What follows belongs to an exercise in optimizing a design on an open flow for small area; a production flow would make more cautious choices.
Function was checked by simulation only, so behaviour that the tests miss may differ from the original.

==> flow/design.v, too long to show whole: its modules and the start of the top module <==
// module minN: 12 lines
// module maxN: 12 lines
// module subW: 12 lines
// module ltW: 8 lines
// module edge1: 6 lines
// module ed_ch: 8 lines
// module alpha: 19 lines
// module tx_chan: 429 lines
// module restore_chan: 127 lines
// module local_chan: 78 lines
// module ixw: 67 lines
// module top: 147 lines
module top(mode, clk, rst, load, RGB_window, w, Ar_global_prev, Ag_global_prev, Ab_global_prev,
           Ar_global, Ag_global, Ab_global, O_R, O_G, O_B, tx_invxhundred, ed_bit);
  // ...
==> flow/flow/run.sh <==
#!/bin/bash
# Own flow: the standard synthesis, then the combinational logic between
# the registers (and full adders) is re-mapped by ABC with an area script;
# registers keep their cells and names. The rest is the standard layout.
set -euo pipefail
W=$(pwd)
F=$W/flow
R=$W/orfs/results/${FLOW_PLATFORM}/top/base
L=$W/orfs/logs/${FLOW_PLATFORM}/top/base
LIB=$FLOW_HOME/platforms/${FLOW_PLATFORM}/lib/sky130_fd_sc_hd__tt_025C_1v80.lib

bash standard.sh synth > $W/std_synth.log 2>&1

cp $R/1_2_yosys.v $W/std_1_2_yosys.v
python3 $F/mkmap.py $LIB $W/comb_map.v > $W/mkmap.log 2>&1
DU=$(grep -o -- '-dont_use [A-Za-z0-9_]*' $L/1_2_yosys.log | sort -u | tr '\n' ' ')
SCRIPT=$(cat $F/abc.script)
cat > $W/reopt.ys <<EOF
read_liberty -lib $LIB
read_verilog $W/std_1_2_yosys.v
hierarchy -top $FLOW_TOP
techmap -map $W/comb_map.v
techmap
opt -fast
abc -liberty $LIB $DU -script "+$SCRIPT"
opt_clean -purge
hilomap -singleton -hicell sky130_fd_sc_hd__conb_1 HI -locell sky130_fd_sc_hd__conb_1 LO
insbuf -buf sky130_fd_sc_hd__buf_4 A X
stat -liberty $LIB
check -assert
write_verilog -noattr -nohex -nodec $W/reopt_1_2_yosys.v
EOF
yosys -s $W/reopt.ys > $W/reopt.log 2>&1
cp $W/reopt_1_2_yosys.v $R/1_2_yosys.v
rm -f $R/1_synth.odb $R/1_synth.sdc
touch $R/1_2_yosys.v
bash standard.sh > $W/std_layout.log 2>&1
==> flow/flow/abc.script <==
strash;&get,-n;&deepsyn,-T,60;&put;dch,-f;map,-a;topo
==> flow/flow/mkmap.py <==
# Writes a Yosys techmap file that turns each combinational cell of the
# liberty file (except full adders and tie cells) back into logic.
import re, sys
lib = open(sys.argv[1]).read()
keep_fa = True
out = []

def block(s, i):
    d = 1
    while d:
        c = s[i]
        if c == '{': d += 1
        elif c == '}': d -= 1
        i += 1
    return i

def conv(f):
    f = f.replace('!', '~').replace('*', '&').replace('+', '|')
    f = re.sub(r'\)\s*\(', ')&(', f)
    f = re.sub(r'(\w|\))\s+(?=[\w~(])', r'\1&', f)
    return f

for m in re.finditer(r'\n\s*cell\s*\(\s*"?(\w+)"?\s*\)\s*\{', lib):
    name = m.group(1)
    body = lib[m.end():block(lib, m.end())]
    if re.search(r'\b(ff|latch|statetable)\s*\(', body):
        continue
    if re.search(r'__(fa|fah|fahcin|fahcon)_\d', name) or 'conb' in name:
        continue
    pins = []
    for pm in re.finditer(r'\n\s*pin\s*\(\s*"?(\w+)"?\s*\)\s*\{', body):
        pb = body[pm.end():block(body, pm.end())]
        dm = re.search(r'direction\s*:\s*"?(\w+)"?', pb)
        fm = re.search(r'function\s*:\s*"([^"]*)"', pb)
        pins.append((pm.group(1), dm.group(1) if dm else None, fm.group(1) if fm else None))
    ins = [p for p in pins if p[1] == 'input']
    outs = [p for p in pins if p[1] == 'output']
    if not outs or any(o[2] is None for o in outs):
        continue
    s = '(* techmap_celltype = "%s" *)\nmodule _tm_%s(%s);\n' % (name, name, ",".join(p[0] for p in ins + outs))
    for p in ins:
        s += "input %s;\n" % p[0]
    for p in outs:
        s += "output %s;\nassign %s = %s;\n" % (p[0], p[0], conv(p[2]))
    s += "endmodule\n"
    out.append(s)
open(sys.argv[2], 'w').write("\n".join(out))
==> flow/standard.sh <==
#!/bin/bash
# synth_recipe.tcl (not shown) runs the flow's synth.tcl, then flattens the netlist and writes it again
# the make line also repeats each setting of config.mk as NAME=value (left out here)
make -C /OpenROAD-flow-scripts/flow DESIGN_CONFIG=/design/flow/config.mk WORK_HOME=/design/flow/orfs CLKGATE_MAP_FILE= SYNTH_SCRIPT=/design/flow/synth_recipe.tcl "${@:-finish}"
==> flow/config.mk <==
export PLATFORM = sky130hd
export DESIGN_NAME = top
export DESIGN_NICKNAME = top
export VERILOG_FILES = /design/flow/design.v
export SDC_FILE = /design/flow/constraint.sdc
export NUM_CORES = 4
export LEC_CHECK = 0
export CAP_MARGIN = 20
export CORE_MARGIN = 2
export CORE_UTILIZATION = 75
export SLEW_MARGIN = 20
==> flow/constraint.sdc <==
create_clock -name core_clock -period 36.0 [get_ports {clk}]
set_input_delay 7.2000 -clock core_clock [delete_from_list [all_inputs] [get_ports {clk}]]
set_output_delay 7.2000 -clock core_clock [all_outputs]
set_load 0.01 [all_outputs]
==> flow_metrics.env, run 1 <==
export IMPL_seq_cell_count=412
export IMPL_hold_viol=0
export IMPL_maxCapViolCount=0
export IMPL_antennaDiodeCount=4
export IMPL_cp_num_buf_inv=25
export IMPL_cts_sinks=412
export IMPL_cts_hold_buf=0
export IMPL_synth_avg_cell_area_um2=8.08
export IMPL_fin_hold_ws_ns=0.316
export IMPL_n_all_buffers=333
export IMPL_clockBufferDepth=3
export IMPL_relSlewSlack_pct=18.8
export IMPL_nonClockInverterCount=1076
export IMPL_rrSetupSlack_ns=9.60
export IMPL_status="no timing/DRC/antenna violations"
export IMPL_min_to="e_5[10]"
export IMPL_multi_input_area_um2=24800
export IMPL_first_pass_iters=13
export IMPL_rr_startpoint="Ab_go[7]"
export IMPL_yosysWarnings=7
export IMPL_crit_arrival_ns=34.12
export IMPL_multiInputCombCellCount=3256
export IMPL_crit_slowest_cell="nand2_1"
==> run 2, diff against run 1 <==
--- a/flow/config.mk
+++ b/flow/config.mk
@@ -7,5 +7,5 @@
 export LEC_CHECK = 0
 export CAP_MARGIN = 20
 export CORE_MARGIN = 2
-export CORE_UTILIZATION = 75
+export CORE_UTILIZATION = 60
 export SLEW_MARGIN = 20
==> flow_metrics.env, run 2 <==
export IMPL_status="no timing/DRC/antenna violations"
export IMPL_cts_resized=0
export IMPL_preCtsSetupSlack_ns=3.07
export IMPL_grt_pass1_vias=35500
export IMPL_dieArea_um2=66300
export IMPL_hold_viol=0
export IMPL_fillCellCount=5131
export IMPL_cp_end_kind="flip-flop"
export IMPL_cts_tree="built"
export IMPL_antennaDiodeCount=0
export IMPL_die_y_um=258
export IMPL_grt_pass1_wl_um=192000
export IMPL_slowest_delay_ns=0.84
export IMPL_gp_congestion=1.05
export IMPL_fin_crit_sh_pct=90.6
export IMPL_tightest_slew_ns=1.05
export IMPL_route_detailed_drc=0
export IMPL_fin_tns_setup_ns=0
export IMPL_finalCriticalPeriod_ns=32.61
export IMPL_drive_above_1_share_pct=2.98
export IMPL_post_cts_buffers=0
export IMPL_relSlewSlack_pct=29.3
export IMPL_antenna_found_initial=1
export IMPL_rr_startpoint="Ab_go[7]"
export IMPL_final_common_cell="clkinv_1"
export IMPL_drt_iter0_markers=3583
export IMPL_place_hpwl_um=101000
export IMPL_maxSlewViolCount=0
export IMPL_clockBufferDepth=3
export IMPL_io_pins=310
export IMPL_synthCells=4774
export IMPL_viasPerCell=5.81
export IMPL_min_from="e_4[16]"
export IMPL_cts_hold_buf=0
export IMPL_crit_start="mode"
export IMPL_root_buffer="clkbuf_16"
export IMPL_synth_avg_cell_area_um2=8.08
export IMPL_critPathLaunchType="input pin"
export IMPL_cts_sinks=412
export IMPL_numCtsBuffers=45
export IMPL_max_freq_mhz=30.7
export IMPL_io_buffer_count=308
export IMPL_critPathRequiredTime_ns=36.48
export IMPL_rsz0062_at_grt="false"
export IMPL_first_pass_iters=7
export IMPL_critical_path_class="in -> reg"
export IMPL_die_w_um=258
export IMPL_yosysWarnings=7
export IMPL_fin_ws_ns=3.39
export IMPL_h_tree_depth=2
export IMPL_clk_pin_slew_ns=0.06
export IMPL_clock_skew_ns=0.0438
export IMPL_syn_area_um2=38600
export IMPL_maxCapViolCount=0
export IMPL_wire_per_inst_um=20.3
export IMPL_final_cell_area_um2=44200
export IMPL_layout_common_cells="clkinv_1, nor2_1, nand2_1"
export IMPL_dpl_instance_area_um2=42700
export IMPL_insertion_delay_ns=0.60
export IMPL_nets=5964
export IMPL_cp_common_cell="fa_1"
export IMPL_detail_route_antenna_nets=0
export IMPL_crit_arrival_ns=33.09
export IMPL_vias=34900
export IMPL_hold_class="reg -> reg"
export IMPL_setup_violations=0
export IMPL_drt_total_wl_um=122000
export IMPL_num_rows=92
export IMPL_grt_start_max_net_pins=59
export IMPL_cp_max_fo=57
export IMPL_crit_slowest_cell="nand2_1"
export IMPL_core_um2=63300
export IMPL_initial_core_util_pct=60.9
export IMPL_track_usage_pct=37.2
export IMPL_grt_overflow=0
export IMPL_synthToLayoutAreaGrowth_pct=14.7
-- run 2: metal layers --
layer / GRT usage (%) / up-vias / wire length [µm] / share of wire (%)
li1: - / 15900 / - / -
met5: 0 / - / 14 / 0.012
met1: 46.7 / 16600 / 45500 / 37
met3: 6.24 / 455 / 11000 / 9.0
met4: 23.2 / 2 / 9220 / 7.6
met2: 60.5 / 1986 / 56000 / 46
-- run 2: per-stage QoR --
stage | instances | hold slack, ns | utilization, %
6_report | 6006 | 0.310 | 69.8
4_1_cts | 6006 | 0.305 | 69.8
2_1_floorplan | 4778 | 0.310 | -
3_3_place_gp | 5924 | 0.310 | 67.4
3_5_place_dp | 5924 | 0.312 | 67.4
5_1_grt | 6006 | 0.323 | 69.8
-- run 2: layout make-up --
cell class / count / area, µm² / area share, %
sequential: 412 / 9460 / 21.4
clock inverter: 21 / 206 / 0.467
tap: 846 / 1060 / 2.39
inverter: 1076 / 4040 / 9.14
timing repair buffer: 334 / 3270 / 7.39
multi-input combinational: 3256 / 24800 / 56.1
clock buffer: 61 / 1370 / 3.09
-- run 2: critical path: cells and delay by family --
kind,cells,cell delay (ns)
adder cells (fa/ha/maj),36,13.17
AND/OR/NAND/NOR,23,4.64
buffers and inverters,25,4.17
AO/OA/AOI/OAI,21,3.61
XOR/XNOR,1,0.23
-- run 2: worst paths after layout --
check	endpoint	slack [ns]	depth (start not counted)
worst max-delay path	al[0]	3.39	106
worst min-delay path	e_5[16]	0.31	0
worst max register to register	al[0]	10.81	102
worst min register to register	e_5[16]	0.31	0
==> run 3, diff against run 2 <==
==> flow/flow/run.sh (replaced) <==
#!/bin/bash
# Own flow: the standard synthesis, then the combinational logic between
# the registers and full adders is re-mapped: full-adder polarities are chosen
# to drop inverters (fapol.py) and ABC maps the rest with an area script.
# Registers keep their cells and names. The rest is the standard layout.
set -euo pipefail
W=$(pwd)
F=$W/flow
R=$W/orfs/results/${FLOW_PLATFORM}/top/base
L=$W/orfs/logs/${FLOW_PLATFORM}/top/base
LIB=$FLOW_HOME/platforms/${FLOW_PLATFORM}/lib/sky130_fd_sc_hd__tt_025C_1v80.lib

bash standard.sh synth > $W/std_synth.log 2>&1

cp $R/1_2_yosys.v $W/std_1_2_yosys.v
python3 $F/mkmap.py $LIB $W/comb_map.v > $W/mkmap.log 2>&1
DU=$(grep -o -- '-dont_use [A-Za-z0-9_]*' $L/1_2_yosys.log | sort -u | tr '\n' ' ')
SCRIPT=$(cat $F/abc.script)
cat > $W/reopt_a.ys <<EOF
read_liberty -lib $LIB
read_verilog $W/std_1_2_yosys.v
hierarchy -top $FLOW_TOP
techmap -map $W/comb_map.v
techmap
opt -fast
write_json $W/reopt_a.json
EOF
yosys -s $W/reopt_a.ys > $W/reopt_a.log 2>&1
python3 $F/fapol.py $W/reopt_a.json $W/reopt_b.json $FLOW_TOP > $W/fapol.log 2>&1
cat > $W/reopt_b.ys <<EOF
read_liberty -lib $LIB
read_json $W/reopt_b.json
hierarchy -top $FLOW_TOP
opt_clean
abc -liberty $LIB $DU -script "+$SCRIPT"
opt_clean -purge
hilomap -singleton -hicell sky130_fd_sc_hd__conb_1 HI -locell sky130_fd_sc_hd__conb_1 LO
insbuf -buf sky130_fd_sc_hd__buf_4 A X
stat -liberty $LIB
check -assert
write_verilog -noattr -nohex -nodec $W/reopt_1_2_yosys.v
EOF
yosys -s $W/reopt_b.ys > $W/reopt_b.log 2>&1
cp $W/reopt_1_2_yosys.v $R/1_2_yosys.v
rm -f $R/1_synth.odb $R/1_synth.sdc
touch $R/1_2_yosys.v
# every port still gets a buffer, of the smallest buffer cell
export BUFFER_PORTS_ARGS="-buffer_cell sky130_fd_sc_hd__buf_1"
bash standard.sh > $W/std_layout.log 2>&1
==> flow/flow/fapol.py (new file) <==
# Chooses the polarity of each full-adder cell so that fewer inverters sit
# between full adders: fa(~a,~b,~c) = ~fa(a,b,c). Reads and writes Yosys JSON.
import json, sys
FA = ('sky130_fd_sc_hd__fa_1', 'sky130_fd_sc_hd__fa_2', 'sky130_fd_sc_hd__fa_4')
IN, OUT = ('A', 'B', 'CIN'), ('SUM', 'COUT')
d = json.load(open(sys.argv[1]))
top = [m for m in d['modules'].values() if m.get('attributes', {}).get('top')][0] \
    if any(m.get('attributes', {}).get('top') for m in d['modules'].values()) else d['modules'][sys.argv[3]]
cells = top['cells']
nxt = [max([b for n in top['netnames'].values() for b in n['bits'] if isinstance(b, int)] + [1]) + 1]
def newbit():
    nxt[0] += 1
    top['netnames']['$fapol_w%d' % nxt[0]] = {'hide_name': 1, 'bits': [nxt[0]], 'attributes': {}}
    return nxt[0]
LOGIC = lambda t: t.startswith('$_')
drv = {}
cons = {}
for name, c in cells.items():
    for p, bits in c['connections'].items():
        dirn = c.get('port_directions', {}).get(p)
        if dirn is None:
            dirn = 'output' if p in ('Y', 'X', 'Q', 'Q_N', 'SUM', 'COUT', 'HI', 'LO') else 'input'
        for b in bits:
            if not isinstance(b, int):
                continue
            if dirn == 'output':
                drv[b] = (name, p)
            else:
                cons.setdefault(b, []).append((name, p))
for pn, p in top['ports'].items():
    for b in p['bits']:
        if isinstance(b, int):
            if p['direction'] == 'input':
                drv[b] = ('$port', pn)
            else:
                cons.setdefault(b, []).append(('$port', pn))
# root of a bit through NOT gates: (root bit, inversion)
def root(b):
    q = 0
    while isinstance(b, int) and b in drv and cells.get(drv[b][0], {}).get('type') == '$_NOT_':
        b = cells[drv[b][0]]['connections']['A'][0]
        q ^= 1
    return b, q
fas = [n for n, c in cells.items() if c['type'] in FA]
f = {n: 0 for n in fas}
# for each fa input pin: (root, q)
pin = {}
users = {}  # root -> list of (fa, pin)
for n in fas:
    for p in IN:
        b = cells[n]['connections'][p][0]
        r, q = root(b)
        pin[(n, p)] = (r, q)
        users.setdefault(r, []).append((n, p))
# rigid consumers of a root (flops, ports, other black boxes) that read the root itself or via NOTs
def rigid_needs(r):
    # polarities needed by non-logic, non-fa consumers, following NOT chains
    need = set()
    stack = [(r, 0)]
    seen = set()
    while stack:
        b, q = stack.pop()
        if (b, q) in seen or not isinstance(b, int):
            continue
        seen.add((b, q))
        for (cn, p) in cons.get(b, []):
            if cn == '$port':
                need.add(q)
                continue
            t = cells[cn]['type']
            if t == '$_NOT_':
                stack.append((cells[cn]['connections']['Y'][0], q ^ 1))
            elif t in FA:
                pass
            elif LOGIC(t):
                pass
            else:
                need.add(q)
    return need
rig = {}
def produced(r):
    if isinstance(r, int) and r in drv:
        cn = drv[r][0]
        if cn != '$port':
            t = cells[cn]['type']
            if t in FA:
                return f[cn]
            if LOGIC(t):
                return None  # either
    return 0
def cost(r):
    if r not in rig:
        rig[r] = rigid_needs(r)
    needs = set(rig[r])
    for (n, p) in users.get(r, []):
        needs.add(pin[(n, p)][1] ^ f[n])
    pr = produced(r)
    if pr is None:
        return 1 if len(needs) == 2 else 0
    return 1 if (pr ^ 1) in needs else 0
def fa_roots(n):
    rs = set(pin[(n, p)][0] for p in IN)
    for p in OUT:
        rs.add(cells[n]['connections'][p][0])
    return rs
changed = True
it = 0
while changed and it < 50:
    changed = False
    it += 1
    for n in fas:
        rs = fa_roots(n)
        before = sum(cost(r) for r in rs)
        f[n] ^= 1
        after = sum(cost(r) for r in rs)
        if after < before:
            changed = True
        else:
            f[n] ^= 1
base = sum(1 for n in fas if f[n])
# rebuild: flipped fa outputs get new bits; old bits driven by NOT of the new ones
phys = {}  # root -> (bit carrying root ^ pol, pol)
k = [0]
def add_not(a):
    y = newbit()
    k[0] += 1
    cells['$fapol_not_%d' % k[0]] = {'hide_name': 1, 'type': '$_NOT_', 'parameters': {}, 'attributes': {},
                                     'port_directions': {'A': 'input', 'Y': 'output'},
                                     'connections': {'A': [a], 'Y': [y]}}
    return y
for n in fas:
    if f[n]:
        for p in OUT:
            old = cells[n]['connections'][p][0]
            nb = newbit()
            cells[n]['connections'][p] = [nb]
            k[0] += 1
            cells['$fapol_not_%d' % k[0]] = {'hide_name': 1, 'type': '$_NOT_', 'parameters': {}, 'attributes': {},
                                             'port_directions': {'A': 'input', 'Y': 'output'},
                                             'connections': {'A': [nb], 'Y': [old]}}
            phys[old] = (nb, 1)
inv_cache = {}
for n in fas:
    for p in IN:
        r, q = pin[(n, p)]
        want = q ^ f[n]
        if not isinstance(r, int):
            v = r if want == 0 else {'0': '1', '1': '0'}.get(r, r)
            cells[n]['connections'][p] = [v]
            continue
        b, pol = phys.get(r, (r, 0))
        if pol == want:
            cells[n]['connections'][p] = [b]
        else:
            if b not in inv_cache:
                inv_cache[b] = add_not(b)
            cells[n]['connections'][p] = [inv_cache[b]]
d['modules'] = {k: v for k, v in d['modules'].items() if v is top}
json.dump(d, open(sys.argv[2], 'w'))
print("fa cells %d, flipped %d, iterations %d" % (len(fas), base, it))
--- a/flow/config.mk
+++ b/flow/config.mk
@@ -7,5 +7,6 @@
 export LEC_CHECK = 0
 export CAP_MARGIN = 20
 export CORE_MARGIN = 2
-export CORE_UTILIZATION = 60
+export CORE_UTILIZATION = 70
+export CTS_BUF_LIST = sky130_fd_sc_hd__clkbuf_4 sky130_fd_sc_hd__clkbuf_8
 export SLEW_MARGIN = 20
==> flow_metrics.env, run 3 <==
export IMPL_cts_sinks=412
export IMPL_relSlewSlack_pct=12.8
export IMPL_die_y_um=236
export IMPL_h_tree_depth=2
export IMPL_antenna_found_initial=13
export IMPL_fin_ws_ns=2.47
export IMPL_syn_area_um2=37600
export IMPL_gp_congestion=1.05
export IMPL_route_detailed_drc=0
export IMPL_cp_common_cell="fa_1"
export IMPL_layout_common_cells="clkinv_1, nand2_1, nor2_1"
export IMPL_maxCapViolCount=0
export IMPL_numCtsBuffers=59
export IMPL_grt_pass1_vias=37700
export IMPL_insertion_delay_ns=0.72
export IMPL_cp_end_kind="flip-flop"
export IMPL_initial_core_util_pct=71.1
export IMPL_synthCells=4513
export IMPL_viasPerCell=6.64
export IMPL_detail_route_antenna_nets=0
export IMPL_vias=37400
export IMPL_critPathRequiredTime_ns=36.52
export IMPL_grt_pass1_wl_um=210000
export IMPL_place_hpwl_um=102000
export IMPL_track_usage_pct=49.7
export IMPL_final_common_cell="clkinv_1"
export IMPL_finalCriticalPeriod_ns=33.53
export IMPL_io_buffer_count=308
export IMPL_final_cell_area_um2=41000
export IMPL_drive_above_1_share_pct=3.92
export IMPL_maxSlewViolCount=0
export IMPL_rsz0062_at_grt="false"
export IMPL_grt_overflow=0
export IMPL_post_cts_buffers=0
export IMPL_first_pass_iters=14
export IMPL_critPathLaunchType="input pin"
export IMPL_cts_resized=0
export IMPL_clock_skew_ns=0.0815
export IMPL_yosysWarnings=7
export IMPL_wire_per_inst_um=24.3
export IMPL_setup_violations=0
export IMPL_grt_start_max_net_pins=65
export IMPL_preCtsSetupSlack_ns=2.38
export IMPL_tightest_slew_ns=1.31
export IMPL_hold_class="reg -> reg"
export IMPL_critical_path_class="in -> reg"
export IMPL_cp_max_fo=60
export IMPL_cts_tree="built"
export IMPL_hold_viol=0
export IMPL_dieArea_um2=55600
export IMPL_crit_slowest_cell="clkinv_1"
export IMPL_num_rows=84
export IMPL_synth_avg_cell_area_um2=8.33
export IMPL_fin_tns_setup_ns=0
export IMPL_dpl_instance_area_um2=39600
export IMPL_drt_iter0_markers=5247
export IMPL_clockBufferDepth=3
export IMPL_slowest_delay_ns=0.67
export IMPL_fin_crit_sh_pct=93.1
export IMPL_die_w_um=236
export IMPL_status="no timing/DRC/antenna violations"
export IMPL_root_buffer="clkbuf_8"
export IMPL_crit_arrival_ns=34.05
export IMPL_nets=5718
export IMPL_io_pins=310
export IMPL_drt_total_wl_um=137000
export IMPL_max_freq_mhz=29.8
export IMPL_synthToLayoutAreaGrowth_pct=9.09
export IMPL_clk_pin_slew_ns=0.07
export IMPL_core_um2=52900
export IMPL_cts_hold_buf=0
run 3: final timing paths:
path         startpoint       to  slack (ns)  cells past startpoint
min reg2reg     e_5[12]  e_6[12]        0.28                      0
max reg2reg    Ag_go[7]    al[0]        9.53                    107
min             e_5[12]  e_6[12]        0.28                      0
max                mode    al[0]        2.47                    109
run 3: critical path, delay by kind of cell:
family	cells	cell delay [ns]
muxes	1	0.09
and+or+nand+nor	26	4.74
AOI/OAI and AO/OA	23	3.92
buffers and inverters	24	5.12
xor gates and xnor gates	1	0.23
adders and majority gates	34	12.72
run 3: area by class of cell:
| class | instances | area (µm²) |
|---|---|---|
| Multi-Input combinational cell | 3251 | 24800 |
| Fill cell | 3439 | 11900 |
| Sequential cell | 412 | 9460 |
| Inverter | 816 | 3070 |
| Timing Repair Buffer | 339 | 1400 |
| Clock buffer | 78 | 1020 |
| Tap cell | 688 | 861 |
| Clock inverter | 31 | 338 |
| Antenna cell | 9 | 22.5 |
run 3: metal layers:
metal / wire (µm) / track usage (%) / vias up
met2: 58300 / 73.5 / 3528
met5: 147 / 0.952 / -
met1: 42800 / 56.4 / 17300
li1: - / - / 15400
met3: 20600 / 20.1 / 1136
met4: 14900 / 42.0 / 14
run 3: per-stage QoR:
| step | hold slack [ns] | util (%) | instances |
|---|---|---|---|
| finish | 0.277 | 77.6 | 5624 |
| floorplan | 0.310 | - | 4517 |
| CTS | 0.292 | 77.5 | 5614 |
| global route | 0.282 | 77.5 | 5621 |
| detailed placement | 0.312 | 74.9 | 5505 |
| global placement | 0.310 | 74.9 | 5504 |
==> module top, before the edit <==
module top(mode, clk, rst, load, RGB_window, w, Ar_global_prev, Ag_global_prev, Ab_global_prev,
           Ar_global, Ag_global, Ab_global, O_R, O_G, O_B, tx_invxhundred, ed_bit);
input clk, rst, load, mode;
input [215:0] RGB_window;
input [7:0] Ar_global_prev, Ag_global_prev, Ab_global_prev;
input [4:0] w;
output [7:0] Ar_global, Ag_global, Ab_global, O_R, O_G, O_B;
output [11:0] tx_invxhundred;
output ed_bit;
wire [71:0] ch0, ch1, ch2;
genvar n;
generate
	for (n = 0; n < 9; n = n + 1) begin : g_px
		assign ch2[71-8*n -: 8] = RGB_window[215 - 24*n -: 8];
		assign ch1[71-8*n -: 8] = RGB_window[207 - 24*n -: 8];
		assign ch0[71-8*n -: 8] = RGB_window[199 - 24*n -: 8];
	end
endgenerate
wire [7:0] mn0, mn1, mn2;
minN #(9) u_mn0 (ch0, mn0);
minN #(9) u_mn1 (ch1, mn1);
minN #(9) u_mn2 (ch2, mn2);
wire ed0, ed1, ed2;
ed_ch u_ed0 (ch0, ed0);
ed_ch u_ed1 (ch1, ed1);
ed_ch u_ed2 (ch2, ed2);
reg [7:0] m0_1, m1_1, m2_1, m0_2, m1_2, m2_2;
reg [23:0] e_1, e_2, e_3, e_4, e_5, e_6;
reg ed_1, ed_2;
always @(posedge clk) begin
	if (load) begin
		m0_1 <= mn0;
		m1_1 <= mn1;
		m2_1 <= mn2;
		e_1 <= RGB_window[119:96];
		ed_1 <= ed0 | ed1 | ed2;
	end
	m0_2 <= m0_1; m1_2 <= m1_1; m2_2 <= m2_1;
	e_2 <= e_1; ed_2 <= ed_1;
	e_3 <= e_2; e_4 <= e_3; e_5 <= e_4; e_6 <= e_5;
end
assign ed_bit = ~mode & ed_2;
wire [7:0] I_dark_w;
minN #(3) u_idark (ed_bit ? e_2 : {m2_2, m1_2, m0_2}, I_dark_w);
reg [7:0] I_dark, I_dark_tc, Dr, Dg, Db;
always @(posedge clk) begin
	I_dark <= I_dark_w;
	I_dark_tc <= I_dark;
	Dr <= m0_2; Dg <= m1_2; Db <= m2_2;
end
wire [7:0] Dall;
minN #(3) u_dall ({Dr, Dg, Db}, Dall);
reg [7:0] maxt, Ar_g, Ag_h, Ab_h, Ag_g, Ab_g;
wire keep;
ltW #(8) u_keep (Dall, maxt, keep);
wire [7:0] Ar_c = keep ? Ar_g : Dr;
wire [7:0] Ag_c = keep ? Ag_h : Dg;
wire [7:0] Ab_c = keep ? Ab_h : Db;
always @(posedge clk) begin
	if (rst) maxt <= 8'd0;
	else if (!keep) maxt <= Dall;
	Ar_g <= Ar_c;
	Ag_h <= Ag_c;
	Ab_h <= Ab_c;
	if (!mode) begin
		Ag_g <= Ag_c;
		Ab_g <= Ab_c;
	end
end
assign Ar_global = Ar_g;
assign Ag_global = Ag_g;
assign Ab_global = Ab_g;
reg [7:0] Ar_go, Ag_go, Ab_go, Ar_go2, Ag_go2, Ab_go2;
always @(posedge clk)
	if (!mode) begin
		Ar_go <= Ar_global_prev; Ag_go <= Ag_global_prev; Ab_go <= Ab_global_prev;
		Ar_go2 <= Ar_go; Ag_go2 <= Ag_go; Ab_go2 <= Ab_go;
	end
wire [7:0] wmin_n;
minN #(3) u_wmin (mode ? {Ar_go, Ag_go, Ab_go} : {Ar_global_prev, Ag_global_prev, Ab_global_prev}, wmin_n);
wire [6:0] th_n = wmin_n[7:1];
wire [7:0] th2_n = {th_n, 1'b0};
wire [7:0] dd_n;
wire i_lt_th_n, i_gt_th2_n, th2_gt_i_n;
subW #(8) u_dd (I_dark_w, {1'b0, th_n}, dd_n, i_lt_th_n);
ltW #(8) u_c1 (th2_n, I_dark_w, i_gt_th2_n);
ltW #(8) u_c2 (I_dark_w, th2_n, th2_gt_i_n);
wire [6:0] al_n;
alpha u_alpha (dd_n[6:0], th_n, al_n);
reg [6:0] al;
reg sel_go, sel_al;
always @(posedge clk) begin
	al <= al_n;
	sel_go <= i_gt_th2_n;
	sel_al <= th2_gt_i_n & ~i_lt_th_n;
end
wire [7:0] Ar_ll, Ag_ll, Ab_ll;
local_chan u_lr (Ar_go2, al, sel_go, sel_al, Ar_ll);
local_chan u_lg (Ag_go2, al, sel_go, sel_al, Ag_ll);
local_chan u_lb (Ab_go2, al, sel_go, sel_al, Ab_ll);
wire [7:0] Ar_local = mode ? Ar_global_prev : Ar_ll;
wire [7:0] Ag_m = mode ? Ar_local : Ag_ll;
wire [7:0] Ab_m = mode ? Ar_local : Ab_ll;
wire [7:0] s;
ixw u_ixw (I_dark_tc, w, s);
wire [7:0] wr, wg, wb;
wire xr, xg, xb;
subW #(8) u_wr (Ar_local, s, wr, xr);
subW #(8) u_wg (Ag_m, s, wg, xg);
subW #(8) u_wb (Ab_m, s, wb, xb);
reg [7:0] Aglo, Ablo;
wire [7:0] Ag_n = mode ? Aglo : Ag_ll;
wire [7:0] Ab_n = mode ? Ablo : Ab_ll;
always @(posedge clk)
	if (!mode) begin
		Aglo <= Ag_ll;
		Ablo <= Ab_ll;
	end
wire [10:0] Qr_n, Qg_n, Qb_n;
tx_chan u_tr (wr, Ar_local, Qr_n);
tx_chan u_tg (wg, Ag_n, Qg_n);
tx_chan u_tb (wb, Ab_n, Qb_n);
reg [10:0] Qr, Qg, Qb;
always @(posedge clk) begin
	Qr <= Qr_n;
	Qg <= Qg_n;
	Qb <= Qb_n;
end
wire [10:0] Qmax;
maxN #(3, 11) u_qmax ({Qr, Qg, Qb}, Qmax);
wire [10:0] tx = mode ? Qr : Qmax;
assign tx_invxhundred = {1'b0, tx};
wire [7:0] sr, sg, sb;
wire yr, yg, yb;
subW #(8) u_sr (Ar_local, e_6[23:16], sr, yr);
subW #(8) u_sg (Ag_m, e_6[15:8], sg, yg);
subW #(8) u_sb (Ab_m, e_6[7:0], sb, yb);
reg [7:0] wsro, wsgo, wsbo;
always @(posedge clk) begin
	wsro <= sr;
	wsgo <= sg;
	wsbo <= sb;
end
restore_chan u_or (Ar_local, wsro, tx, O_R);
restore_chan u_og (Ag_m, wsgo, tx, O_G);
restore_chan u_ob (Ab_m, wsbo, tx, O_B);
endmodule
==> run 4, diff against run 3 <==
--- a/flow/design.v
+++ b/flow/design.v
@@ -898,14 +898,13 @@
 tx_chan u_tr (wr, Ar_local, Qr_n);
 tx_chan u_tg (wg, Ag_n, Qg_n);
 tx_chan u_tb (wb, Ab_n, Qb_n);
-reg [10:0] Qr, Qg, Qb;
+wire [10:0] Qmax_n;
+maxN #(3, 11) u_qmax ({Qr_n, Qg_n, Qb_n}, Qmax_n);
+reg [10:0] Qr, Qmax;
 always @(posedge clk) begin
 	Qr <= Qr_n;
-	Qg <= Qg_n;
-	Qb <= Qb_n;
+	Qmax <= Qmax_n;
 end
-wire [10:0] Qmax;
-maxN #(3, 11) u_qmax ({Qr, Qg, Qb}, Qmax);
 wire [10:0] tx = mode ? Qr : Qmax;
 assign tx_invxhundred = {1'b0, tx};
 wire [7:0] sr, sg, sb;
==> flow/flow/abc.script (replaced) <==
strash;&get,-n;&deepsyn,-T,300;&put;dch,-f;amap;topo
--- a/flow/config.mk
+++ b/flow/config.mk
@@ -7,6 +7,8 @@
 export LEC_CHECK = 0
 export CAP_MARGIN = 20
 export CORE_MARGIN = 2
-export CORE_UTILIZATION = 70
-export CTS_BUF_LIST = sky130_fd_sc_hd__clkbuf_4 sky130_fd_sc_hd__clkbuf_8
+export CORE_UTILIZATION = 50
+export CTS_BUF_LIST = sky130_fd_sc_hd__clkbuf_8
+export CTS_CLUSTER_DIAMETER = 60
+export CTS_CLUSTER_SIZE = 12
 export SLEW_MARGIN = 20
==> flow_metrics.env, run 4 <==
export IMPL_grt_busiest_layer="met2"
export IMPL_drt_total_wl_um=118000
export IMPL_use_met2_pct=53.8
export IMPL_h_tree_depth=2
export IMPL_die_w_um=274
export IMPL_syn_area_um2=36400
export IMPL_clockBufferDepth=3
export IMPL_die_y_um=274
export IMPL_crit_slowest_cell="buf_4"
export IMPL_num_rows=98
export IMPL_critPathRequiredTime_ns=36.57
export IMPL_clk_pin_slew_ns=0.09
export IMPL_nets=5233
export IMPL_place_hpwl_um=96900
export IMPL_slowest_delay_ns=0.60
export IMPL_final_common_cell="nor2_1"
export IMPL_root_buffer="clkbuf_8"
export IMPL_dieArea_um2=74900
export IMPL_gp_congestion=0.993
export IMPL_io_buffer_count=308
export IMPL_synthCells=4027
export IMPL_relSlewSlack_pct=26.7
export IMPL_finalCriticalPeriod_ns=32.52
export IMPL_cts_tree="built"
export IMPL_synthToLayoutAreaGrowth_pct=8.83
export IMPL_crit_arrival_ns=33.09
export IMPL_post_cts_buffers=0
export IMPL_met3_usage_pct=5.52
export IMPL_layout_common_cells="nor2_1, fa_1, clkinv_1"
export IMPL_synth_avg_cell_area_um2=9.03
export IMPL_clock_skew_ns=0.0266
export IMPL_grt_start_max_net_pins=55
export IMPL_regArea_um2=9240
export IMPL_first_pass_iters=6
export IMPL_fillCellCount=6821
export IMPL_cts_hold_buf=0
export IMPL_insertion_delay_ns=0.62
export IMPL_fin_crit_sh_pct=90.3
export IMPL_viasPerCell=5.90
export IMPL_critPathLaunchType="input pin"
export IMPL_grt_pass1_wl_um=183000
export IMPL_maxCapViolCount=0
export IMPL_multi_input_area_um2=24700
export IMPL_critical_path_class="in -> reg"
export IMPL_initial_core_util_pct=50.7
export IMPL_met1_usage_pct=40.2
export IMPL_io_pins=310
export IMPL_cts_resized=0
export IMPL_detail_route_antenna_nets=0
export IMPL_cts_sinks=401
export IMPL_cp_end_kind="flip-flop"
export IMPL_maxSlewViolCount=0
export IMPL_max_freq_mhz=30.8
export IMPL_hold_class="reg -> reg"
export IMPL_grt_overflow=0
export IMPL_cp_max_fo=54
export IMPL_yosysWarnings=7
export IMPL_hold_viol=0
export IMPL_grt_pass1_vias=32000
export IMPL_rsz0062_at_grt="false"
export IMPL_status="no timing/DRC/antenna violations"
export IMPL_cp_common_cell="fa_1"
export IMPL_fin_tns_setup_ns=0
export IMPL_core_um2=71700
export IMPL_antenna_found_initial=4
export IMPL_track_usage_pct=31.8
export IMPL_vias=31700
export IMPL_drive_above_1_share_pct=2.38
export IMPL_setup_violations=0
export IMPL_numCtsBuffers=41
export IMPL_drt_iter0_markers=2922
export IMPL_wire_per_inst_um=22.0
export IMPL_tightest_slew_ns=1.09
export IMPL_route_detailed_drc=0
run 4: cell count changes in the layout (fill, tap and decap cells not counted), moves of 37 or more:
cell / change
o21a_1: +52
o22ai_1: +74
nand2_1: -425
xor2_1: -44
clkinv_1: -246
nor2b_1: +37
nand3_1: -53
or2_0: +153
run 4: layer usage:
metal / share of wire (%) / wire length, µm
met3: 7.6 / 9010
met2: 48 / 56600
met5: 0 / 0
met4: 4.8 / 5690
met1: 40 / 46800
run 4: path summary, 6_finish.rpt:
| check | from | endpoint | slack, ns | cells past startpoint |
|---|---|---|---|---|
| setup / recovery | mode | al[0] | 3.48 | 103 |
| hold / removal | e_4[3] | e_5[3] | 0.32 | 0 |
| setup reg to reg | ed_2 | al[0] | 10.20 | 99 |
| hold reg to reg | e_4[3] | e_5[3] | 0.32 | 0 |
run 4: per-stage QoR:
stage          cells  setup WS (ns)  cell area (µm²)  utilization, %  hold slack, ns
2_1_floorplan   4031           3.13            36400               -           0.310
3_3_place_gp    5301           3.06            38900            54.2           0.310
3_5_place_dp    5301           2.92            38900            54.2           0.312
4_1_cts         5369           3.53            39600            55.2           0.323
5_1_grt         5373           1.22            39600            55.2           0.328
6_report        5373           3.48            39600            55.2           0.323
run 4: critical path: cells and delay by family:
family / cells / cell delay [ns]
compound gates: 28 / 4.32
fa+ha+maj: 34 / 12.39
buf+inv: 21 / 5.02
simple gates: 20 / 4.13
run 4: cell type report:
cell class | count | share of cell area (%)
Clock buffer | 43 | 1.50
Antenna cell | 4 | 0.0253
Timing Repair Buffer | 358 | 3.88
Tap cell | 950 | 3.00
Multi-Input combinational cell | 3018 | 62.5
Inverter | 574 | 5.45
Clock inverter | 25 | 0.303
Sequential cell | 401 | 23.3
==> run 5, diff against run 4 <==
--- a/flow/flow/run.sh
+++ b/flow/flow/run.sh
@@ -46,4 +46,5 @@
 touch $R/1_2_yosys.v
 # every port still gets a buffer, of the smallest buffer cell
 export BUFFER_PORTS_ARGS="-buffer_cell sky130_fd_sc_hd__buf_1"
+export CTS_ARGS="-sink_clustering_enable -repair_clock_nets -dont_use_dummy_load -buf_list {sky130_fd_sc_hd__clkbuf_8} -sink_clustering_size 12 -sink_clustering_max_diameter 60"
 bash standard.sh > $W/std_layout.log 2>&1
==> flow_metrics.env, run 5 <==
export IMPL_numCtsBuffers=41
export IMPL_wire_per_inst_um=22.1
export IMPL_drt_total_wl_um=118000
export IMPL_antenna_found_initial=4
export IMPL_yosysWarnings=7
export IMPL_maxSlewViolCount=0
export IMPL_cts_sinks=401
export IMPL_gp_congestion=0.993
export IMPL_preCtsSetupSlack_ns=2.92
export IMPL_finalCriticalPeriod_ns=32.51
export IMPL_track_usage_pct=31.8
export IMPL_layout_common_cells="nor2_1, fa_1, clkinv_1"
export IMPL_dieArea_um2=74900
export IMPL_post_cts_buffers=0
export IMPL_core_um2=71700
export IMPL_io_pins=310
export IMPL_h_tree_depth=2
export IMPL_min_from="e_4[13]"
export IMPL_detail_route_antenna_nets=0
export IMPL_cts_tree="built"
export IMPL_critical_path_top_delay_family="adder cells"
export IMPL_final_common_cell="nor2_1"
export IMPL_rsz0062_at_grt="false"
export IMPL_synthCells=4027
export IMPL_fin_hold_ws_ns=0.308
export IMPL_setup_violations=0
export IMPL_syn_area_um2=36400
export IMPL_initial_core_util_pct=50.7
export IMPL_vias=31700
export IMPL_fin_ws_ns=3.49
export IMPL_critPathRequiredTime_ns=36.55
export IMPL_final_cell_area_um2=39400
export IMPL_cp_common_cell="fa_1"
export IMPL_cp_max_fo=54
export IMPL_clockBufferDepth=3
export IMPL_grt_pass1_wl_um=183000
export IMPL_fin_tns_setup_ns=0
export IMPL_nets=5233
export IMPL_root_buffer="clkbuf_8"
export IMPL_cp_end_kind="flip-flop"
export IMPL_layout_cells_non_filler=5346
export IMPL_critPathLaunchType="input pin"
export IMPL_rr_startpoint="ed_2"
export IMPL_route_detailed_drc=0
export IMPL_num_rows=98
export IMPL_cts_hold_buf=0
export IMPL_hold_viol=0
export IMPL_grt_overflow=0
export IMPL_cp_num_buf_inv=21
export IMPL_hold_class="reg -> reg"
export IMPL_first_pass_iters=7
export IMPL_drive_above_1_share_pct=2.21
export IMPL_crit_start="mode"
export IMPL_fin_crit_sh_pct=90.3
export IMPL_slowest_delay_ns=0.60
export IMPL_cts_resized=0
export IMPL_clk_pin_slew_ns=0.09
export IMPL_crit_slowest_cell="buf_4"
export IMPL_drt_iter0_markers=2983
export IMPL_synth_avg_cell_area_um2=9.03
export IMPL_grt_start_max_net_pins=55
export IMPL_crit_arrival_ns=33.06
export IMPL_viasPerCell=5.93
export IMPL_relSlewSlack_pct=24.8
export IMPL_clock_skew_ns=0.0423
export IMPL_critical_path_class="in -> reg"
export IMPL_maxCapViolCount=0
export IMPL_max_freq_mhz=30.8
export IMPL_grt_pass1_vias=32000
export IMPL_die_w_um=274
export IMPL_insertion_delay_ns=0.61
export IMPL_synthToLayoutAreaGrowth_pct=8.43
export IMPL_die_y_um=274
export IMPL_io_buffer_count=308
export IMPL_place_hpwl_um=96900
export IMPL_status="no timing/DRC/antenna violations"
export IMPL_tightest_slew_ns=1.12
export IMPL_dp_cells=5301
export IMPL_dpl_instance_area_um2=38900
run 5: layout make-up:
| type | count | area, µm² |
|---|---|---|
| Antenna cell | 4 | 10.0 |
| Multi-Input combinational cell | 3018 | 24700 |
| Fill cell | 6816 | 32300 |
| Clock buffer | 41 | 564 |
| Sequential cell | 401 | 9240 |
| Inverter | 574 | 2160 |
| Timing Repair Buffer | 358 | 1530 |
| Tap cell | 950 | 1190 |
run 5: routing by layer:
metal | up-vias | GRT usage [%] | part of all wire, %
met3 | 294 | 5.54 | 7.8
met5 | - | 0 | 0
li1 | 14500 | - | -
met2 | 1510 | 53.6 | 48
met1 | 15400 | 40.2 | 39
met4 | 0 | 13.8 | 4.9
run 5: worst paths after layout:
path	endpoint	slack, ns	cells after the start
max	al[0]	3.49	103
min	e_5[13]	0.31	0
max reg2reg	al[0]	10.19	99
min reg2reg	e_5[13]	0.31	0
run 5: through the flow:
step           utilization [%]
2_1_floorplan                -
3_3_place_gp              54.2
3_5_place_dp              54.2
4_1_cts                   55.0
5_1_grt                   55.0
6_report                  55.0
==> run 6, diff against run 5 <==
--- a/flow/flow/run.sh
+++ b/flow/flow/run.sh
@@ -35,7 +35,7 @@
 abc -liberty $LIB $DU -script "+$SCRIPT"
 opt_clean -purge
 hilomap -singleton -hicell sky130_fd_sc_hd__conb_1 HI -locell sky130_fd_sc_hd__conb_1 LO
-insbuf -buf sky130_fd_sc_hd__buf_4 A X
+insbuf -buf sky130_fd_sc_hd__buf_1 A X
 stat -liberty $LIB
 check -assert
 write_verilog -noattr -nohex -nodec $W/reopt_1_2_yosys.v
--- a/flow/config.mk
+++ b/flow/config.mk
@@ -5,10 +5,10 @@
 export SDC_FILE = /design/flow/constraint.sdc
 export NUM_CORES = 4
 export LEC_CHECK = 0
-export CAP_MARGIN = 20
+export CAP_MARGIN = 0
 export CORE_MARGIN = 2
 export CORE_UTILIZATION = 50
 export CTS_BUF_LIST = sky130_fd_sc_hd__clkbuf_8
 export CTS_CLUSTER_DIAMETER = 60
 export CTS_CLUSTER_SIZE = 12
-export SLEW_MARGIN = 20
+export SLEW_MARGIN = 0
==> flow_metrics.env, run 6 <==
export IMPL_viasPerCell=5.99
export IMPL_rsz0062_at_grt="false"
export IMPL_synthCells=4027
export IMPL_synthToLayoutAreaGrowth_pct=8.88
export IMPL_setup_violations=0
export IMPL_critical_path_top_delay_family="adder cells"
export IMPL_wire_per_inst_um=22.4
export IMPL_cts_resized=0
export IMPL_synth_avg_cell_area_um2=9.00
export IMPL_max_freq_mhz=29.9
export IMPL_die_y_um=273
export IMPL_crit_arrival_ns=34.00
export IMPL_nets=5238
export IMPL_core_um2=71600
export IMPL_fin_crit_sh_pct=92.9
export IMPL_grt_overflow=0
export IMPL_gp_congestion=0.986
export IMPL_antenna_found_initial=3
export IMPL_fillCellCount=6800
export IMPL_cp_end_kind="flip-flop"
export IMPL_relSlewSlack_pct=23.1
export IMPL_clock_skew_ns=0.0652
export IMPL_root_buffer="clkbuf_8"
export IMPL_h_tree_depth=2
export IMPL_tightest_slew_ns=1.15
export IMPL_io_pins=310
export IMPL_drt_total_wl_um=120000
export IMPL_cp_common_cell="fa_1"
export IMPL_route_detailed_drc=0
export IMPL_yosysWarnings=7
export IMPL_dp_cells=5306
export IMPL_io_buffer_count=308
export IMPL_initial_core_util_pct=50.6
export IMPL_dieArea_um2=74700
export IMPL_status="no timing/DRC/antenna violations"
export IMPL_cts_hold_buf=0
export IMPL_dpl_instance_area_um2=38900
export IMPL_crit_slowest_cell="clkinv_1"
export IMPL_critical_path_class="in -> reg"
export IMPL_cts_sinks=401
export IMPL_first_pass_iters=7
export IMPL_hold_viol=0
export IMPL_maxCapViolCount=0
export IMPL_layout_cells_non_filler=5351
export IMPL_place_hpwl_um=97900
export IMPL_final_cell_area_um2=39500
export IMPL_detail_route_antenna_nets=0
export IMPL_vias=32000
export IMPL_fin_util_pct=55.1
export IMPL_critPathLaunchType="input pin"
export IMPL_layout_common_cells="nor2_1, fa_1, clkinv_1"
export IMPL_cp_num_buf_inv=17
export IMPL_cp_max_fo=55
export IMPL_drive_above_1_share_pct=2.30
export IMPL_die_w_um=273
export IMPL_maxSlewViolCount=0
export IMPL_clockBufferDepth=3
export IMPL_fin_tns_setup_ns=0
export IMPL_grt_start_max_net_pins=56
export IMPL_finalCriticalPeriod_ns=33.45
export IMPL_numCtsBuffers=41
export IMPL_slowest_delay_ns=0.82
export IMPL_cts_tree="built"
export IMPL_hold_class="reg -> reg"
export IMPL_syn_area_um2=36200
export IMPL_num_rows=98
export IMPL_grt_pass1_wl_um=186000
export IMPL_grt_pass1_vias=31900
export IMPL_final_common_cell="nor2_1"
export IMPL_insertion_delay_ns=0.62
export IMPL_track_usage_pct=32.6
export IMPL_drt_iter0_markers=3392
export IMPL_post_cts_buffers=0
export IMPL_clk_pin_slew_ns=0.08
export IMPL_critPathRequiredTime_ns=36.54
run 6: cell count changes in the layout (fill, tap and decap cells not counted), sizes merged:
cell	delta
buf	+5
run 6: final timing paths:
check / from / to / slack (ns) / cells past startpoint
worst max-delay path: mode / al[0] / 2.55 / 102
worst min-delay path: e_4[0] / e_5[0] / 0.31 / 0
worst max register to register: ed_2 / al[0] / 9.76 / 99
worst min register to register: e_4[0] / e_5[0] / 0.31 / 0
run 6: cell type report:
class                           instances  area, µm²  share of cell area, %
Multi-Input combinational cell       3018      24700                   62.7
Sequential cell                       401       9240                   23.4
Inverter                              574       2160                   5.47
Timing Repair Buffer                  363       1570                   3.98
Tap cell                              950       1190                   3.01
Clock buffer                           41        564                   1.43
Antenna cell                            4       10.0                 0.0254
run 6: metrics by stage:
step	worst slack (ns)	hold WS, ns
2_1_floorplan	3.13	0.310
3_3_place_gp	2.40	0.310
3_5_place_dp	2.10	0.312
4_1_cts	2.69	0.306
5_1_grt	0.455	0.310
6_report	2.55	0.311
run 6: per-layer routing:
metal | up-vias | wire length [µm] | GRT usage [%]
li1 | 14500 | - | -
met1 | 15500 | 47000 | 42.1
met2 | 1694 | 56900 | 54.0
met5 | - | 13 | 0
met3 | 342 | 9920 | 5.52
met4 | 2 | 6130 | 14.2
==> module local_chan, before the edit <==
module local_chan (input [7:0] x, input [6:0] al, input sg, input sa, output [7:0] o);
	wire [4:0] c = x[7:4] + {3'd0, x[3:0] != 4'd0};
	wire [7:0] xd;
	wire bb;
	subW #(8) s (x, {3'd0, c}, xd, bb);
	wire b_1 = (al[0] & c[4]) ^ (al[1] & c[3]);
	wire b_2 = (al[0] & c[4]) & (al[1] & c[3]);
	wire b_3 = (al[1] & c[4]) ^ (al[2] & c[3]) ^ (al[3] & c[2]);
	wire b_4 = ((al[1] & c[4]) & (al[2] & c[3])) | ((al[1] & c[4]) & (al[3] & c[2])) | ((al[2] & c[3]) & (al[3] & c[2]));
	wire b_5 = (al[2] & c[4]) ^ (al[3] & c[3]) ^ (al[4] & c[2]);
	wire b_6 = ((al[2] & c[4]) & (al[3] & c[3])) | ((al[2] & c[4]) & (al[4] & c[2])) | ((al[3] & c[3]) & (al[4] & c[2]));
	wire b_7 = (al[3] & c[4]) ^ (al[4] & c[3]) ^ (al[5] & c[2]);
	wire b_8 = ((al[3] & c[4]) & (al[4] & c[3])) | ((al[3] & c[4]) & (al[5] & c[2])) | ((al[4] & c[3]) & (al[5] & c[2]));
	wire b_9 = (al[4] & c[4]) ^ (al[5] & c[3]);
	wire b_10 = (al[4] & c[4]) & (al[5] & c[3]);
	wire b_11 = (al[0] & c[3]) ^ (al[1] & c[2]);
	wire b_12 = (al[0] & c[3]) & (al[1] & c[2]);
	wire b_13 = (al[2] & c[2]) ^ (al[3] & c[1]) ^ (al[4] & c[0]);
	wire b_14 = ((al[2] & c[2]) & (al[3] & c[1])) | ((al[2] & c[2]) & (al[4] & c[0])) | ((al[3] & c[1]) & (al[4] & c[0]));
	wire b_15 = (al[4] & c[1]) ^ (al[5] & c[0]) ^ b_2;
	wire b_16 = ((al[4] & c[1]) & (al[5] & c[0])) | ((al[4] & c[1]) & b_2) | ((al[5] & c[0]) & b_2);
	wire b_17 = (al[5] & c[1]) ^ (al[6] & c[0]) ^ b_4;
	wire b_18 = ((al[5] & c[1]) & (al[6] & c[0])) | ((al[5] & c[1]) & b_4) | ((al[6] & c[0]) & b_4);
	wire b_19 = (al[6] & c[1]) ^ xd[0] ^ b_6;
	wire b_20 = ((al[6] & c[1]) & xd[0]) | ((al[6] & c[1]) & b_6) | (xd[0] & b_6);
	wire b_21 = (al[6] & c[2]) ^ xd[1] ^ b_8;
	wire b_22 = ((al[6] & c[2]) & xd[1]) | ((al[6] & c[2]) & b_8) | (xd[1] & b_8);
	wire b_23 = (al[5] & c[4]) ^ (al[6] & c[3]) ^ xd[2];
	wire b_24 = ((al[5] & c[4]) & (al[6] & c[3])) | ((al[5] & c[4]) & xd[2]) | ((al[6] & c[3]) & xd[2]);
	wire b_25 = (al[0] & c[2]) ^ (al[1] & c[1]);
	wire b_26 = (al[0] & c[2]) & (al[1] & c[1]);
	wire b_27 = (al[2] & c[1]) ^ (al[3] & c[0]) ^ b_11;
	wire b_28 = ((al[2] & c[1]) & (al[3] & c[0])) | ((al[2] & c[1]) & b_11) | ((al[3] & c[0]) & b_11);
	wire b_29 = b_1 ^ b_12 ^ b_13;
	wire b_30 = (b_1 & b_12) | (b_1 & b_13) | (b_12 & b_13);
	wire b_31 = b_3 ^ b_14 ^ b_15;
	wire b_32 = (b_3 & b_14) | (b_3 & b_15) | (b_14 & b_15);
	wire b_33 = b_5 ^ b_16 ^ b_17;
	wire b_34 = (b_5 & b_16) | (b_5 & b_17) | (b_16 & b_17);
	wire b_35 = b_7 ^ b_18 ^ b_19;
	wire b_36 = (b_7 & b_18) | (b_7 & b_19) | (b_18 & b_19);
	wire b_37 = b_9 ^ b_20 ^ b_21;
	wire b_38 = (b_9 & b_20) | (b_9 & b_21) | (b_20 & b_21);
	wire b_39 = b_10 ^ b_22 ^ b_23;
	wire b_40 = (b_10 & b_22) | (b_10 & b_23) | (b_22 & b_23);
	wire b_41 = (al[6] & c[4]) ^ xd[3] ^ b_24;
	wire b_42 = ((al[6] & c[4]) & xd[3]) | ((al[6] & c[4]) & b_24) | (xd[3] & b_24);
	wire b_43 = (al[0] & c[1]) ^ (al[1] & c[0]);
	wire b_44 = (al[0] & c[1]) & (al[1] & c[0]);
	wire b_45 = (al[2] & c[0]) ^ b_25 ^ b_44;
	wire b_46 = ((al[2] & c[0]) & b_25) | ((al[2] & c[0]) & b_44) | (b_25 & b_44);
	wire b_47 = b_26 ^ b_27 ^ b_46;
	wire b_48 = (b_26 & b_27) | (b_26 & b_46) | (b_27 & b_46);
	wire b_49 = b_28 ^ b_29 ^ b_48;
	wire b_50 = (b_28 & b_29) | (b_28 & b_48) | (b_29 & b_48);
	wire b_51 = b_30 ^ b_31 ^ b_50;
	wire b_52 = (b_30 & b_31) | (b_30 & b_50) | (b_31 & b_50);
	wire b_53 = b_32 ^ b_33 ^ b_52;
	wire b_54 = (b_32 & b_33) | (b_32 & b_52) | (b_33 & b_52);
	wire b_55 = b_34 ^ b_35 ^ b_54;
	wire b_56 = (b_34 & b_35) | (b_34 & b_54) | (b_35 & b_54);
	wire b_57 = b_36 ^ b_37 ^ b_56;
	wire b_58 = (b_36 & b_37) | (b_36 & b_56) | (b_37 & b_56);
	wire b_59 = b_38 ^ b_39 ^ b_58;
	wire b_60 = (b_38 & b_39) | (b_38 & b_58) | (b_39 & b_58);
	wire b_61 = b_40 ^ b_41 ^ b_60;
	wire b_62 = (b_40 & b_41) | (b_40 & b_60) | (b_41 & b_60);
	wire b_63 = xd[4] ^ b_42 ^ b_62;
	wire b_64 = (xd[4] & b_42) | (xd[4] & b_62) | (b_42 & b_62);
	wire b_65 = xd[5] ^ b_64;
	wire b_66 = xd[5] & b_64;
	wire b_67 = xd[6] ^ b_66;
	wire b_68 = xd[6] & b_66;
	wire b_69 = xd[7] ^ b_68;
	wire b_70 = xd[7] & b_68;
	wire [7:0] xa = {b_69, b_67, b_65, b_63, b_61, b_59, b_57, b_55};
	assign o = sg ? x : sa ? xa : xd;
endmodule
==> run 7, diff against run 6 <==
--- a/flow/design.v
+++ b/flow/design.v
@@ -631,7 +631,7 @@
 	wire r_124 = (r_102 & r_103) | (r_102 & r_122) | (r_103 & r_122);
 	assign o = {r_123, r_121, r_119, r_117, r_115, r_113, r_111, r_109};
 endmodule
-module local_chan (input [7:0] x, input [6:0] al, input sg, input sa, output [7:0] o);
+module local_chan (input [7:0] x, input [6:0] al, input sg, output [7:0] o);
 	wire [4:0] c = x[7:4] + {3'd0, x[3:0] != 4'd0};
 	wire [7:0] xd;
 	wire bb;
@@ -707,7 +707,7 @@
 	wire b_69 = xd[7] ^ b_68;
 	wire b_70 = xd[7] & b_68;
 	wire [7:0] xa = {b_69, b_67, b_65, b_63, b_61, b_59, b_57, b_55};
-	assign o = sg ? x : sa ? xa : xd;
+	assign o = sg ? x : xa;
 endmodule
 module ixw (input [7:0] x, input [4:0] w, output [7:0] s);
 	wire i_1 = (x[0] & w[4]) ^ (x[1] & w[3]);
@@ -866,16 +866,15 @@
 wire [6:0] al_n;
 alpha u_alpha (dd_n[6:0], th_n, al_n);
 reg [6:0] al;
-reg sel_go, sel_al;
+reg sel_go;
 always @(posedge clk) begin
-	al <= al_n;
+	al <= al_n & {7{th2_gt_i_n & ~i_lt_th_n}};
 	sel_go <= i_gt_th2_n;
-	sel_al <= th2_gt_i_n & ~i_lt_th_n;
 end
 wire [7:0] Ar_ll, Ag_ll, Ab_ll;
-local_chan u_lr (Ar_go2, al, sel_go, sel_al, Ar_ll);
-local_chan u_lg (Ag_go2, al, sel_go, sel_al, Ag_ll);
-local_chan u_lb (Ab_go2, al, sel_go, sel_al, Ab_ll);
+local_chan u_lr (Ar_go2, al, sel_go, Ar_ll);
+local_chan u_lg (Ag_go2, al, sel_go, Ag_ll);
+local_chan u_lb (Ab_go2, al, sel_go, Ab_ll);
 wire [7:0] Ar_local = mode ? Ar_global_prev : Ar_ll;
 wire [7:0] Ag_m = mode ? Ar_local : Ag_ll;
 wire [7:0] Ab_m = mode ? Ar_local : Ab_ll;
--- a/flow/flow/run.sh
+++ b/flow/flow/run.sh
@@ -35,7 +35,7 @@
 abc -liberty $LIB $DU -script "+$SCRIPT"
 opt_clean -purge
 hilomap -singleton -hicell sky130_fd_sc_hd__conb_1 HI -locell sky130_fd_sc_hd__conb_1 LO
-insbuf -buf sky130_fd_sc_hd__buf_1 A X
+insbuf -buf sky130_fd_sc_hd__buf_4 A X
 stat -liberty $LIB
 check -assert
 write_verilog -noattr -nohex -nodec $W/reopt_1_2_yosys.v
--- a/flow/config.mk
+++ b/flow/config.mk
@@ -5,10 +5,10 @@
 export SDC_FILE = /design/flow/constraint.sdc
 export NUM_CORES = 4
 export LEC_CHECK = 0
-export CAP_MARGIN = 0
+export CAP_MARGIN = 20
 export CORE_MARGIN = 2
 export CORE_UTILIZATION = 50
 export CTS_BUF_LIST = sky130_fd_sc_hd__clkbuf_8
 export CTS_CLUSTER_DIAMETER = 60
 export CTS_CLUSTER_SIZE = 12
-export SLEW_MARGIN = 0
+export SLEW_MARGIN = 20
==> flow_metrics.env, run 7 <==
export IMPL_place_hpwl_um=98900
export IMPL_fin_crit_sh_pct=90.1
export IMPL_finalCriticalPeriod_ns=32.43
export IMPL_cts_resized=0
export IMPL_synthCells=4074
export IMPL_grt_pass1_wl_um=185000
export IMPL_layout_common_cells="nor2_1, clkinv_1, fa_1"
export IMPL_crit_slowest_cell="clkinv_1"
export IMPL_cts_tree="built"
export IMPL_met3_usage_pct=4.86
export IMPL_gp_congestion=0.989
export IMPL_core_um2=72600
export IMPL_die_w_um=274
export IMPL_nets=5281
export IMPL_fillCellCount=6846
export IMPL_insertion_delay_ns=0.64
export IMPL_clockBufferDepth=3
export IMPL_maxSlewViolCount=0
export IMPL_status="no timing/DRC/antenna violations"
export IMPL_critPathRequiredTime_ns=36.49
export IMPL_crit_arrival_ns=32.92
export IMPL_antenna_found_initial=2
export IMPL_maxCapViolCount=0
export IMPL_max_freq_mhz=30.8
export IMPL_tightest_slew_ns=1.11
export IMPL_final_common_cell="nor2_1"
export IMPL_drive_above_1_share_pct=2.21
export IMPL_setup_violations=0
export IMPL_cts_hold_buf=0
export IMPL_detail_route_antenna_nets=0
export IMPL_route_detailed_drc=0
export IMPL_hold_class="reg -> reg"
export IMPL_grt_pass1_vias=32200
export IMPL_rsz0062_at_grt="false"
export IMPL_initial_core_util_pct=50.2
export IMPL_num_rows=99
export IMPL_io_buffer_count=308
export IMPL_grt_start_max_net_pins=65
export IMPL_clock_skew_ns=0.0752
export IMPL_cp_max_fo=42
export IMPL_drt_total_wl_um=119000
export IMPL_track_usage_pct=32.1
export IMPL_synth_avg_cell_area_um2=8.95
export IMPL_hold_viol=0
export IMPL_post_cts_buffers=0
export IMPL_slowest_delay_ns=0.84
export IMPL_relSlewSlack_pct=25.7
export IMPL_wire_per_inst_um=22.1
export IMPL_fin_tns_setup_ns=0
export IMPL_use_met2_pct=54.4
export IMPL_met1_usage_pct=40.8
export IMPL_numCtsBuffers=43
export IMPL_viasPerCell=5.87
export IMPL_yosysWarnings=7
export IMPL_rrSetupSlack_ns=10.84
export IMPL_cp_common_cell="fa_1"
export IMPL_critPathLaunchType="input pin"
export IMPL_cp_end_kind="flip-flop"
export IMPL_syn_area_um2=36500
export IMPL_die_y_um=274
export IMPL_grt_busiest_layer="met2"
export IMPL_h_tree_depth=2
export IMPL_drt_iter0_markers=2798
export IMPL_vias=31700
export IMPL_dieArea_um2=75100
export IMPL_io_pins=310
export IMPL_first_pass_iters=6
export IMPL_critical_path_class="in -> reg"
export IMPL_cts_sinks=400
export IMPL_synthToLayoutAreaGrowth_pct=8.50
export IMPL_grt_overflow=0
export IMPL_clk_pin_slew_ns=0.08
export IMPL_root_buffer="clkbuf_8"
-- run 7: path summary, 6_finish.rpt --
check             startpoint       to  cells past startpoint
setup reg to reg        ed_2    al[0]                     87
hold reg to reg      e_1[12]  e_2[12]                      0
setup / recovery        mode    al[0]                     89
hold / removal       e_1[12]  e_2[12]                      0
-- run 7: cell type report --
class	instances	area (µm²)	area share [%]
timing repair buffer	355	1510	3.82
sequential	400	9220	23.3
tap	959	1200	3.03
clock buffer	43	592	1.50
inverter	598	2250	5.68
multi-input combinational	3045	24800	62.7
antenna	2	5.00	0.0127
-- run 7: metal layers --
metal	wire length, µm	part of all wire [%]
met4	5820	4.9
met3	8490	7.1
met5	16	0.013
met1	47200	40
met2	57800	48
-- run 7: worst max-delay path: cells and delay by family --
| family | cells | cell delay, ns |
|---|---|---|
| adder cells (fa/ha/maj) | 35 | 14.09 |
| AND/OR/NAND/NOR | 20 | 4.08 |
| AO/OA/AOI/OAI | 20 | 3.95 |
| buffers and inverters | 14 | 3.53 |
-- run 7: through the flow --
stage	area (µm²)	hold slack (ns)	std cells	utilization, %	setup WS (ns)
global route	39600	0.316	5401	54.5	1.98
detailed placement	39000	0.312	5357	53.7	3.10
CTS	39600	0.311	5400	54.5	3.79
global placement	39000	0.310	5357	53.7	3.39
floorplan	36500	0.310	4078	-	3.08
finish	39600	0.303	5402	54.5	3.57

what the ideal ports hide:
How much do the figures lean on ideal ports? The routed layouts below were timed once more, with nothing changed but the port constraints.
Step 1: set_driving_cell puts a clkbuf_16 on clk and a buf_2 on each other input, an assumption about the parent block.
Step 2 times the ports against the registers' clock, not the clock port: input delays grow and output delays shrink by t, the midpoint of the rising clock arrivals with the driver on.
a / b / c = ideal / step 1 / step 2; a / b = the first two.
| run | t (ns) | setup slack, ns | pins driven straight from the clock port |
|---|---|---|---|
| run 1 | 0.647 | 2.351 / 2.386 / 1.739 | 1 |
| run 2 | 0.641 | 3.386 / 3.428 / 2.787 | 1 |
| run 3 | 0.732 | 2.468 / 2.499 / 1.767 | 1 |
| run 4 | 0.667 | 3.483 / 3.516 / 2.848 | 1 |
| run 5 | 0.645 | 3.490 / 3.523 / 2.877 | 1 |
| run 6 | 0.643 | 2.546 / 2.540 / 1.897 | 1 |
| run 7 | 0.657 | 3.571 / 3.599 / 2.942 | 1 |
After both steps setup and hold are still met in every run listed. The setup slack of run 3, which loses most, moves by +0.031 ns with the drivers and by -0.701 ns with both steps.
